This is an optimization exercise on Yosys and OpenROAD, whose aim is small area, a short achievable clock period and few clock cycles per item, not a production implementation.

==> flow/design.v <==
module cordic(
    input wire [31:0]   angle,
    input wire [1:0]    opt,
    input wire          enable,
    input wire          reset,
    input wire          clk,
    output wire signed [31:0] sin_out,
    output wire signed [31:0] cos_out,
    output wire               done
);
    localparam [17:0] K  = 18'd39797;
    localparam [17:0] NK = -18'd39797;
    function [17:0] atan_table;
        input [3:0] n;
        case (n)
            4'd0:  atan_table = 18'd51472;
            4'd1:  atan_table = 18'd30385;
            4'd2:  atan_table = 18'd16055;
            4'd3:  atan_table = 18'd8145;
            4'd4:  atan_table = 18'd4090;
            4'd5:  atan_table = 18'd2045;
            4'd6:  atan_table = 18'd1023;
            4'd7:  atan_table = 18'd512;
            4'd8:  atan_table = 18'd256;
            4'd9:  atan_table = 18'd128;
            4'd10: atan_table = 18'd64;
            4'd11: atan_table = 18'd32;
            4'd12: atan_table = 18'd16;
            4'd13: atan_table = 18'd8;
            4'd14: atan_table = 18'd4;
            default: atan_table = 18'd2;
        endcase
    endfunction
    function [17:0] addsub;
        input [17:0] a, b;
        input        m;      
        reg [18:0] s;
        begin
            s = {a, 1'b1} + {b ^ {18{m}}, m};
            addsub = s[18:1];
        end
    endfunction
    reg signed [17:0] x, y;
    reg [17:0] z;
    reg [3:0] n;
    reg       done_r;
    reg       sat_r, neg_r;      
    reg       sin_en, cos_en;    
    wire run   = enable & ~done_r;
    wire first = (n == 4'd0);
    wire run0  = run & first;
    wire runk  = run & ~first;
    wire d = sat_r ? ~neg_r : ~z[17];
    wire [17:0] ys = y >>> n;
    wire [17:0] xs = x >>> n;
    wire [17:0] x_nx = addsub(x, ys & {18{runk}}, d & runk);
    wire [17:0] y_nx = addsub(y, xs & {18{runk}}, ~d & runk)
                     | ({18{run0}} & (angle[31] ? NK : K));
    wire [17:0] z_in = run0 ? angle[17:0] : z;
    wire        z_d  = first ? ~angle[31] : d;
    wire [17:0] z_nx = addsub(z_in, atan_table(n) & {18{run}}, z_d & run);
    wire angle_sat = ~((&angle[31:17]) | ~(|angle[31:17]));
    always @(posedge clk) begin
        sat_r  <= angle_sat;
        neg_r  <= angle[31];
        sin_en <= ~opt[0];
        cos_en <= ~(opt[1] & opt[0]);
        z      <= z_nx;
    end
    always @(posedge clk or posedge reset) begin
        if (reset) begin
            x <= K;
            y <= 18'd0;
            n <= 4'd0;
            done_r <= 1'b0;
        end else begin
            x <= x_nx;
            y <= y_nx;
            n <= n + {3'd0, run};
            if (run && n == 4'd15) done_r <= 1'b1;
        end
    end
    assign done    = done_r;
    assign sin_out = {{14{y[17]}}, y} & {32{sin_en}};
    assign cos_out = {{14{x[17]}}, x} & {32{cos_en}};
endmodule
==> flow/config.mk <==
export PLATFORM = sky130hd
export DESIGN_NAME = cordic
export DESIGN_NICKNAME = cordic
export VERILOG_FILES = /design/flow/design.v
export SDC_FILE = /design/flow/constraint.sdc
export NUM_CORES = 4
export LEC_CHECK = 0
export CAP_MARGIN = 20
export CORE_MARGIN = 2
export CORE_UTILIZATION = 40
export SLEW_MARGIN = 20
==> flow/constraint.sdc <==
create_clock -name core_clock -period 7.0 [get_ports {clk}]
set_input_delay 1.4000 -clock core_clock [delete_from_list [all_inputs] [get_ports {clk}]]
set_output_delay 1.4000 -clock core_clock [all_outputs]
set_load 0.01 [all_outputs]
run.sh (not shown) runs the stock make flow with config.mk's settings and CLKGATE_MAP_FILE= SYNTH_SCRIPT=/design/flow/synth_recipe.tcl, a recipe that flattens the netlist after the stock synthesis.
Change:
==> flow/design.v (replaced) <==
module cordic(
    input wire [31:0]   angle,
    input wire [1:0]    opt,
    input wire          enable,
    input wire          reset,
    input wire          clk,
    output wire signed [31:0] sin_out,
    output wire signed [31:0] cos_out,
    output wire               done
);
    localparam signed [17:0] K = 18'sd39797;
    function [17:0] atan_table;
        input [3:0] n;
        case (n)
            4'd0:  atan_table = 18'd51472;
            4'd1:  atan_table = 18'd30385;
            4'd2:  atan_table = 18'd16055;
            4'd3:  atan_table = 18'd8145;
            4'd4:  atan_table = 18'd4090;
            4'd5:  atan_table = 18'd2045;
            4'd6:  atan_table = 18'd1023;
            4'd7:  atan_table = 18'd512;
            4'd8:  atan_table = 18'd256;
            4'd9:  atan_table = 18'd128;
            4'd10: atan_table = 18'd64;
            4'd11: atan_table = 18'd32;
            4'd12: atan_table = 18'd16;
            4'd13: atan_table = 18'd8;
            4'd14: atan_table = 18'd4;
            default: atan_table = 18'd2;
        endcase
    endfunction
    reg signed [17:0] x, y, z;
    reg [3:0] n;
    reg       done_r;
    reg       sat_r, neg_r;      
    reg       sin_en, cos_en;    
    wire run   = enable & ~done_r;
    wire first = (n == 4'd0);
    wire d = sat_r ? ~neg_r : ~z[17];
    wire signed [17:0] ys = y >>> n;
    wire signed [17:0] xs = x >>> n;
    wire signed [17:0] x_nx = d ? x - ys : x + ys;
    wire signed [17:0] y_nx = d ? y + xs : y - xs;
    wire signed [17:0] z_in  = first ? angle[17:0] : z;
    wire               z_d   = first ? ~angle[31] : d;
    wire [17:0]        at    = atan_table(n);
    wire signed [17:0] z_nx  = z_d ? z_in - at : z_in + at;
    wire angle_sat = ~((&angle[31:17]) | ~(|angle[31:17]));
    always @(posedge clk) begin
        sat_r  <= angle_sat;
        neg_r  <= angle[31];
        sin_en <= ~opt[0];
        cos_en <= ~(opt[1] & opt[0]);
    end
    always @(posedge clk or posedge reset) begin
        if (reset) begin
            x <= K;
            y <= 18'sd0;
            n <= 4'd0;
            done_r <= 1'b0;
        end else if (run) begin
            x <= x_nx;
            y <= first ? (angle[31] ? -K : K) : y_nx;
            n <= n + 4'd1;
            if (n == 4'd15) done_r <= 1'b1;
        end
    end
    always @(posedge clk) begin
        if (run) z <= z_nx;
    end
    assign done    = done_r;
    assign sin_out = {{14{y[17]}}, y} & {32{sin_en}};
    assign cos_out = {{14{x[17]}}, x} & {32{cos_en}};
endmodule
Via count increases by 19%.
Global-route usage rose by 1.7 points.
Synthesized area rises by 14%.
Worst setup slack degrades by 0.12 ns.
Utilization came out lower by 0.81 points.
No functional check of the RTL was part of any run of this note.

re-timing with driven ports:
The results above use ideal ports. As a check the final layouts listed here were re-extracted and re-timed, cells and wires unchanged.
Step 1 sets driving cells, clkbuf_16 on the clock port and buf_2 on the other inputs (assumed; they add their load-dependent delay and slew).
Step 2 times the ports against the registers' clock, not the clock port: input delays grow and output delays shrink by t, the midpoint of the rising clock arrivals with the driver on.
Three values: no drivers, after step 1, after step 2; two values: the first two.
| run | t (ns) | setup slack, ns | hold WS [ns] | worst data-port slew with drivers (ns) |
|---|---|---|---|---|
| the first run | 0.384 | 1.595 / 1.612 / 1.229 | 0.552 / 0.552 / 0.552 | 0.04 |
| the second run | 0.387 | 1.473 / 1.473 / 1.473 | 0.505 / 0.505 / 0.505 | 0.04 |
After both steps setup and hold are still met in every run listed. The setup slack of the first run, which loses most, moves by +0.017 ns with the drivers and by -0.366 ns with both steps.
